Background: an optimization exercise with open tools, aiming at small area, a short achievable clock period and few clock cycles. Do not read the settings as production practice. Where RTL was checked, it was by simulation tests only, not by an equivalence proof against the original. Power is estimated from default activity; no workload was simulated.

==> inputs of v2 <==
## apb_ram
module apb_ram (
  input presetn,
  input pclk,
  input psel,
  input penable,
  input pwrite,
  input [31:0] paddr, pwdata,
  output reg [31:0] prdata,
  output pready,
  output reg pslverr
);
==> module apb_ram, before the edit <==
module apb_ram (
  input presetn,
  input pclk,
  input psel,
  input penable,
  input pwrite,
  input [31:0] paddr, pwdata,
  output reg [31:0] prdata,
  output pready,
  output reg pslverr
);
  wire [31:0] mem [0:31];
  wire [4:0]  a   = paddr[4:0];
  wire        bad = |paddr[31:5];
  wire [31:0] wd  = pwdata & {32{presetn}};
  reg         wr_q;
  assign pready = penable;
  wire [31:0] oh;
  wire [31:0] l1 [0:7];
  wire [31:0] l2 [0:1];
  wire [31:0] rd = a[4] ? l2[1] : l2[0];
  always @(posedge pclk) begin
    prdata  <= rd;
    pslverr <= bad;
    wr_q    <= psel & ~penable & pwrite & ~bad;
  end
  genvar i;
  generate
    for (i = 0; i < 32; i = i + 1) begin : g_word
      reg [31:0] q;
      assign oh[i] = (a == i);
      always @(posedge pclk)
        if (!presetn || (wr_q && oh[i]))
          q <= wd;
      assign mem[i] = q;
    end
    for (i = 0; i < 8; i = i + 1) begin : g_l1
      assign l1[i] = a[1] ? (a[0] ? mem[4*i+3] : mem[4*i+2])
                          : (a[0] ? mem[4*i+1] : mem[4*i]);
    end
    for (i = 0; i < 2; i = i + 1) begin : g_l2
      assign l2[i] = a[3] ? (a[2] ? l1[4*i+3] : l1[4*i+2])
                          : (a[2] ? l1[4*i+1] : l1[4*i]);
    end
  endgenerate
endmodule
export LEC_CHECK = 0
export CAP_MARGIN = 20
export CORE_MARGIN = 2
export CORE_UTILIZATION = 40
export CTS_CLUSTER_DIAMETER = 100
export CTS_CLUSTER_SIZE = 24
export SLEW_MARGIN = 20
create_clock -name core_clock -period 2.6 [get_ports {pclk}]
standard.sh (not shown) runs the stock make flow with config.mk's settings and CLKGATE_MAP_FILE= SYNTH_SCRIPT=/design/flow/synth_recipe.tcl, a recipe that flattens the netlist after the stock synthesis.
==> flow/flow/run.sh <==
#!/bin/bash
# Standard ORFS layout (standard synthesis unchanged); only the port buffers
# differ: buf_2 instead of the default pick (a slow delay buffer).
set -euo pipefail
bash standard.sh "BUFFER_PORTS_ARGS=-buffer_cell sky130_fd_sc_hd__buf_2" finish > orfs_make.log 2>&1
==> inputs of v3, as changes to v2 <==
==> flow/design.v (replaced) <==
module apb_ram (
  input presetn,
  input pclk,
  input psel,
  input penable,
  input pwrite,
  input [31:0] paddr, pwdata,
  output reg [31:0] prdata,
  output pready,
  output reg pslverr
);
  wire [31:0] mem [0:31];
  wire [4:0]  a   = paddr[4:0];
  wire        bad = |paddr[31:5];
  wire [31:0] wd  = pwdata & {32{presetn}};
  reg         wr_q;
  assign pready = penable;
  wire [31:0] oh;
  wire [31:0] rd;
  always @(posedge pclk) begin
    prdata  <= rd;
    pslverr <= bad;
    wr_q    <= psel & ~penable & pwrite & ~bad;
  end
  genvar i, j;
  generate
    for (i = 0; i < 32; i = i + 1) begin : g_word
      reg [31:0] q;
      assign oh[i] = (a == i);
      always @(posedge pclk)
        if (!presetn || (wr_q && oh[i]))
          q <= wd;
      assign mem[i] = q;
    end
    for (j = 0; j < 32; j = j + 1) begin : g_rd
      wire [31:0] col;
      wire [10:0] g;
      for (i = 0; i < 32; i = i + 1) begin : g_col
        assign col[i] = mem[i][j];
      end
      for (i = 0; i < 11; i = i + 1) begin : g_grp
        if (i < 10) begin : g3
          apb_ram_aoi3 u_aoi (.s(oh[3*i+2:3*i]), .d(col[3*i+2:3*i]), .y_n(g[i]));
        end else begin : g2
          apb_ram_aoi2 u_aoi (.s(oh[31:30]), .d(col[31:30]), .y_n(g[i]));
        end
      end
      apb_ram_nand11 u_or (.g_n(g), .y(rd[j]));
    end
  endgenerate
endmodule
module apb_ram_aoi3 (
  input  [2:0] s,
  input  [2:0] d,
  output       y_n
);
  assign y_n = ~|(s & d);
endmodule
module apb_ram_aoi2 (
  input  [1:0] s,
  input  [1:0] d,
  output       y_n
);
  assign y_n = ~|(s & d);
endmodule
module apb_ram_nand11 (
  input  [10:0] g_n,
  output        y
);
  assign y = ~&g_n;
endmodule
==> flow/run.sh (new file) <==
#!/bin/bash
# synth_recipe.tcl (not shown) runs the flow's synth.tcl, then flattens the netlist and writes it again
# the make line also repeats each setting of config.mk as NAME=value (left out here)
make -C /OpenROAD-flow-scripts/flow DESIGN_CONFIG=/design/flow/config.mk WORK_HOME=/design/flow/orfs CLKGATE_MAP_FILE= SYNTH_SCRIPT=/design/flow/synth_recipe.tcl finish
--- a/flow/config.mk
+++ b/flow/config.mk
@@ -12,2 +12,4 @@
 export CTS_CLUSTER_SIZE = 24
 export SLEW_MARGIN = 20
+export SYNTH_HIERARCHICAL = 1
+export SYNTH_MINIMUM_KEEP_SIZE = 0
removed: flow/flow/run.sh
removed: flow/standard.sh
==> inputs of v1, as changes to v2 <==
==> flow/design.v (replaced) <==
module apb_ram (
  input presetn,
  input pclk,
  input psel,
  input penable,
  input pwrite,
  input [31:0] paddr, pwdata,
  output reg [31:0] prdata,
  output pready,
  output reg pslverr
);
  wire [31:0] mem [0:31];
  wire [4:0]  a   = paddr[4:0];
  wire        bad = |paddr[31:5];
  wire [31:0] wd  = pwdata & {32{presetn}};
  reg         wr_q;
  assign pready = penable;
  wire [31:0] oh;
  wire [7:0]  oh8;
  wire [3:0]  oh4;
  wire [31:0] rd;
  always @(posedge pclk) begin
    prdata  <= rd;
    pslverr <= bad;
    wr_q    <= psel & ~penable & pwrite & ~bad;
  end
  genvar i, j;
  generate
    for (i = 0; i < 32; i = i + 1) begin : g_word
      reg [31:0] q;
      assign oh[i] = (a == i);
      always @(posedge pclk)
        if (!presetn || (wr_q && oh[i]))
          q <= wd;
      assign mem[i] = q;
    end
    for (i = 0; i < 8; i = i + 1) begin : g_oh8
      assign oh8[i] = (a[2:0] == i);
    end
    for (i = 0; i < 4; i = i + 1) begin : g_oh4
      assign oh4[i] = (a[4:3] == i);
    end
    for (j = 0; j < 32; j = j + 1) begin : g_rd
      wire [3:0] m;
      for (i = 0; i < 4; i = i + 1) begin : g_l1
        apb_ram_aor8 u_aor (.s(oh8),
                            .d({mem[8*i+7][j], mem[8*i+6][j], mem[8*i+5][j], mem[8*i+4][j],
                                mem[8*i+3][j], mem[8*i+2][j], mem[8*i+1][j], mem[8*i][j]}),
                            .y(m[i]));
      end
      apb_ram_aor4 u_aor (.s(oh4), .d(m), .y(rd[j]));
    end
  endgenerate
endmodule
module apb_ram_aor4 (
  input  [3:0] s,
  input  [3:0] d,
  output       y
);
  assign y = |(s & d);
endmodule
module apb_ram_aor8 (
  input  [7:0] s,
  input  [7:0] d,
  output       y
);
  assign y = |(s & d);
endmodule
--- a/flow/config.mk
+++ b/flow/config.mk
@@ -8,6 +8,10 @@
 export CAP_MARGIN = 20
 export CORE_MARGIN = 2
-export CORE_UTILIZATION = 40
+export CORE_UTILIZATION = 60
+export CTS_BUF_LIST = sky130_fd_sc_hd__clkbuf_8
 export CTS_CLUSTER_DIAMETER = 100
-export CTS_CLUSTER_SIZE = 24
+export CTS_CLUSTER_SIZE = 12
+export SETUP_SLACK_MARGIN = 0.7
 export SLEW_MARGIN = 20
+export SYNTH_HIERARCHICAL = 1
+export SYNTH_MINIMUM_KEEP_SIZE = 0
==> impl_metrics.ini <==
[run_status]
status = complete, no violations

[cells_and_area]
buffers = 272

[route]
wl_met1_mm = 40.3
viasPerCell = 6.77

[power_and_ir_drop]
ir_drop_v = 0.000615
-- figures above: v1

==> impl_metrics.ini <==
[run_status]
status = complete, no violations

[route]
viasPerCell = 5.71
wl_met1_mm = 43.1
dr.pass1.iters = 5

[synthesis]
synth.most_common_cell = edfxtp_1

[worst_hold_path]
hold_path.class = in2reg

[cells_and_area]
buffers = 298
-- figures above: v2

==> impl_metrics.ini <==
[timing]
fin_ws_ps = -41.2
finalSetupViolCount = 11

[power_and_ir_drop]
ir_drop_v = 0.000534

[run_status]
so.violations = setup timing
status = failed layout checks

[synthesis]
synth_xor_area_share_pct = 0
yosysWarnings = 7

[route]
wl_met1_mm = 39.9
-- figures above: v3

Testbench counts of v1, summed over its fixed seeds: cycles 32,000.
The RTL of v2 and v3 was laid out without a check of its function.

==> run C: inputs <==
apb_ram with an RTL version that a note above also has.
==> module apb_ram, before the edit <==
module apb_ram (
  input presetn,
  input pclk,
  input psel,
  input penable,
  input pwrite,
  input [31:0] paddr, pwdata,
  output reg [31:0] prdata,
  output pready,
  output reg pslverr
);
  wire [31:0] mem [0:31];
  wire [4:0]  a   = paddr[4:0];
  wire        bad = |paddr[31:5];
  wire [31:0] wd  = pwdata & {32{presetn}};
  reg         wr_q;
  assign pready = penable;
  wire [31:0] oh;
  wire [7:0]  oh8;
  wire [3:0]  oh4;
  wire [31:0] rd;
  always @(posedge pclk) begin
    prdata  <= rd;
    pslverr <= bad;
    wr_q    <= psel & ~penable & pwrite & ~bad;
  end
  genvar i, j;
  generate
    for (i = 0; i < 32; i = i + 1) begin : g_word
      reg [31:0] q;
      assign oh[i] = (a == i);
      always @(posedge pclk)
        if (!presetn || (wr_q && oh[i]))
          q <= wd;
      assign mem[i] = q;
    end
    for (i = 0; i < 8; i = i + 1) begin : g_oh8
      assign oh8[i] = (a[2:0] == i);
    end
    for (i = 0; i < 4; i = i + 1) begin : g_oh4
      assign oh4[i] = (a[4:3] == i);
    end
    for (j = 0; j < 32; j = j + 1) begin : g_rd
      wire [3:0] m;
      for (i = 0; i < 4; i = i + 1) begin : g_l1
        apb_ram_aor8 u_aor (.s(oh8),
                            .d({mem[8*i+7][j], mem[8*i+6][j], mem[8*i+5][j], mem[8*i+4][j],
                                mem[8*i+3][j], mem[8*i+2][j], mem[8*i+1][j], mem[8*i][j]}),
                            .y(m[i]));
      end
      apb_ram_aor4 u_aor (.s(oh4), .d(m), .y(rd[j]));
    end
  endgenerate
endmodule
==> module apb_ram_aor4, before the edit <==
module apb_ram_aor4 (
  input  [3:0] s,
  input  [3:0] d,
  output       y
);
  assign y = |(s & d);
endmodule
==> module apb_ram_aor8, before the edit <==
module apb_ram_aor8 (
  input  [7:0] s,
  input  [7:0] d,
  output       y
);
  assign y = |(s & d);
endmodule
clock: 2.6 ns
lec_check: 0
cap_margin: 20
core_margin: 2
core_utilization: 55
cts_buf_list: sky130_fd_sc_hd__clkbuf_8
cts_cluster_diameter: 100
cts_cluster_size: 12
setup_slack_margin: 0.8
slew_margin: 20
synth_hierarchical: 1
synth_minimum_keep_size: 0
==> flow/flow/run.sh <==
#!/bin/bash
# Standard ORFS layout (standard synthesis unchanged); only the port buffers
# differ: buf_2 instead of the default pick (a slow delay buffer).
set -euo pipefail
bash standard.sh "BUFFER_PORTS_ARGS=-buffer_cell sky130_fd_sc_hd__buf_2" finish > orfs_make.log 2>&1
==> inputs of run E, as changes to run C <==
==> flow/design.v (replaced) <==
module apb_ram (
  input presetn,
  input pclk,
  input psel,
  input penable,
  input pwrite,
  input [31:0] paddr, pwdata,
  output reg [31:0] prdata,
  output reg pready, pslverr
);
  reg [31:0] mem [32];
  typedef enum {idle = 0, setup = 1, access = 2, transfer = 3} state_type;
  state_type state;
  always@(posedge pclk)
    begin
      if(presetn == 1'b0)  
        begin
        state <= idle;
        prdata <= 32'h00000000;
        pready <= 1'b0;
        pslverr <= 1'b0;
        for(int i = 0; i < 32; i++) 
        begin
          mem[i] <= 0;
        end
       end 
      else 
        begin
      case(state)
      idle : 
      begin
        prdata <= 32'h00000000;
        pready <= 1'b0;
        pslverr <= 1'b0;
        state   <= setup;
      end
      setup:  
      begin
           if(psel == 1'b1)
             state <= access;
           else
             state <= setup;
      end
      access: 
      begin 
        if(pwrite && penable) 
          begin
            if(paddr < 32) 
            begin
            mem[paddr] <= pwdata;
            state <= transfer;
            pslverr <= 1'b0;
            pready  <= 1'b1;
            end
            else 
            begin
            state <= transfer;
            pready <= 1'b1;
            pslverr <= 1'b1;
            end
          end
        else if (!pwrite && penable)
            begin
            if(paddr < 32) 
            begin
            prdata <= mem[paddr];
            state <= transfer;
            pready <= 1'b1;
            pslverr <= 1'b0;
            end
            else 
            begin
            state <= transfer;
            pready <= 1'b1;
            pslverr <= 1'b1;
            prdata <= 32'h00000000;
            end
          end
        else
           state <= setup;
       end  
        transfer: begin
          state <= setup;
          pready <= 1'b0;
          pslverr <= 1'b0;
        end
      default : state <= idle;
      endcase      
    end
  end
endmodule
==> flow/run.sh (new file) <==
#!/bin/bash
# synth_recipe.tcl (not shown) runs the flow's synth.tcl, then flattens the netlist and writes it again
# the make line also repeats each setting of config.mk as NAME=value (left out here)
make -C /OpenROAD-flow-scripts/flow DESIGN_CONFIG=/design/flow/config.mk WORK_HOME=/design/flow/orfs CLKGATE_MAP_FILE= SYNTH_SCRIPT=/design/flow/synth_recipe.tcl finish
Settings changed: CORE_UTILIZATION 55 to 40, CTS_BUF_LIST sky130_fd_sc_hd__clkbuf_8 to unset, CTS_CLUSTER_DIAMETER 100 to unset, CTS_CLUSTER_SIZE 12 to unset, SETUP_SLACK_MARGIN 0.8 to unset, SYNTH_HIERARCHICAL 1 to unset, SYNTH_MINIMUM_KEEP_SIZE 0 to unset.
removed: flow/flow/run.sh
removed: flow/standard.sh
==> inputs of run Y, as changes to run C <==
==> flow/design.v (replaced) <==
module apb_ram (
  input presetn,
  input pclk,
  input psel,
  input penable,
  input pwrite,
  input [31:0] paddr, pwdata,
  output reg [31:0] prdata,
  output pready,
  output reg pslverr
);
  wire [31:0] mem [0:31];
  wire [4:0]  a   = paddr[4:0];
  wire        wr  = psel & penable & pwrite & ~pslverr;
  wire [31:0] wd  = pwdata & {32{presetn}};
  assign pready = penable;
  always @(posedge pclk) begin
    prdata  <= rd;
    pslverr <= |paddr[31:5];
  end
  wire [31:0] l1 [0:7];
  wire [31:0] l2 [0:1];
  wire [31:0] rd = a[4] ? l2[1] : l2[0];
  genvar i;
  generate
    for (i = 0; i < 8; i = i + 1) begin : g_l1
      assign l1[i] = a[1] ? (a[0] ? mem[4*i+3] : mem[4*i+2])
                          : (a[0] ? mem[4*i+1] : mem[4*i]);
    end
    for (i = 0; i < 2; i = i + 1) begin : g_l2
      assign l2[i] = a[3] ? (a[2] ? l1[4*i+3] : l1[4*i+2])
                          : (a[2] ? l1[4*i+1] : l1[4*i]);
    end
  endgenerate
  generate
    for (i = 0; i < 32; i = i + 1) begin : g_word
      reg [31:0] q;
      always @(posedge pclk)
        if (!presetn || (wr && a == i))
          q <= wd;
      assign mem[i] = q;
    end
  endgenerate
endmodule
==> flow/run.sh (new file) <==
#!/bin/bash
# synth_recipe.tcl (not shown) runs the flow's synth.tcl, then flattens the netlist and writes it again
# the make line also repeats each setting of config.mk as NAME=value (left out here)
make -C /OpenROAD-flow-scripts/flow DESIGN_CONFIG=/design/flow/config.mk WORK_HOME=/design/flow/orfs CLKGATE_MAP_FILE= SYNTH_SCRIPT=/design/flow/synth_recipe.tcl finish
Settings changed: CORE_UTILIZATION 55 to 40, CTS_BUF_LIST sky130_fd_sc_hd__clkbuf_8 to unset, CTS_CLUSTER_SIZE 12 to 32, SETUP_SLACK_MARGIN 0.8 to unset, SYNTH_HIERARCHICAL 1 to unset, SYNTH_MINIMUM_KEEP_SIZE 0 to unset.
removed: flow/flow/run.sh
removed: flow/standard.sh
==> run notes <==
| item | run C | run E | run Y |
|---|---|---|---|
| R2R setup slack | 770 ps | 190 ps | 560 ps |
| Antenna fix cells | 2 | 3 | 0 |
| Synthesized cell area | 37300 sq um | 48300 sq um | 40100 sq um |
| Tapcell count | 873 | 1612 | 1298 |
| Cell depth of the worst setup path | 4 | 8 | 1 |
| Site row count | 95 | 127 | 116 |
| Top fanout value on the critical path | 32 | 20 | 1 |
| Data arrival time of the worst path | 2200 ps | 2820 ps | 1640 ps |
| Average via count per standard cell | 6.68 | 5.44 | 5.63 |
| DR top layer | met4 | met5 | met4 |
| Pin count of the biggest net entering global routing | 73 | 47 | 52 |
| Die outline area | 69900 sq um | 124000 sq um | 103000 sq um |
| Routing usage on met2 | 48.6% | 35.6% | 28.9% |
| Outcome | timing/DRC/antenna clean | timing/DRC/antenna clean | timing/DRC/antenna clean |
| Clock buffer count from CTS | 98 | 110 | 39 |
| Cell variety after synth | 20 | 46 | 37 |
| Seq power | 20600 uW | 19200 uW | 20000 uW |
| Number of sequential cells | 1058 | 1060 | 1057 |
| Slew @ Worst Pin | 1220 ps | 1090 ps | 677 ps |
| Critical path required time | 2970 ps | 3010 ps | 2080 ps |
| Global placer's final weighted congestion | 0.775 | 0.820 | 0.829 |
Testbench counts of run C, summed over its fixed seeds: cycles 32,000.
The RTL of run E and run Y was laid out without a check of its function.

## port drivers added, routing unchanged
The results above use ideal ports. As a check the final layouts listed here were re-extracted and re-timed, cells and wires unchanged.
Step 1 (the two cells are an assumption about what drives the block):
set clk [get_ports {pclk}]
set_driving_cell -lib_cell sky130_fd_sc_hd__clkbuf_16 $clk
set_driving_cell -lib_cell sky130_fd_sc_hd__buf_2 [delete_from_list [all_inputs] $clk]
Step 2 adds t to the input delays and takes it off the output delays; t is the mean of the earliest and latest rising clock arrival at the registers after step 1. Input paths then give back, and output paths get back, about the clock's delay inside the block.
Three values: ideal ports, drivers, drivers and shift; two values: the first two.
| run | t (ns) | setup WS [ns] | worst setup path at the end | latest minus earliest clock arrival (ns) |
|---|---|---|---|---|
| v2 | 0.685 | 0.275 / 0.275 / -0.334 | input to register | 0.042 / 0.042 |
| v3 | 0.695 | -0.041 / -0.040 / -0.735 | input to register | 0.044 / 0.044 |
| v1 | 0.768 | 0.759 / 0.713 / 0.240 | input to register | 0.060 / 0.061 |
| run C | 0.774 | 0.771 / 0.771 / 0.135 | input to register | 0.034 / 0.035 |
| run E | 0.782 | 0.187 / 0.187 / -0.509 | input to register | 0.039 / 0.039 |
| run Y | 0.663 | 0.444 / 0.378 / -0.073 | input to register | 0.034 / 0.034 |
With both steps, setup timing fails in v2, run E and run Y, where it was met with ideal ports. For run E, which loses most, drivers alone change the setup slack by 0.000 ns; drivers and shift together by -0.696 ns.
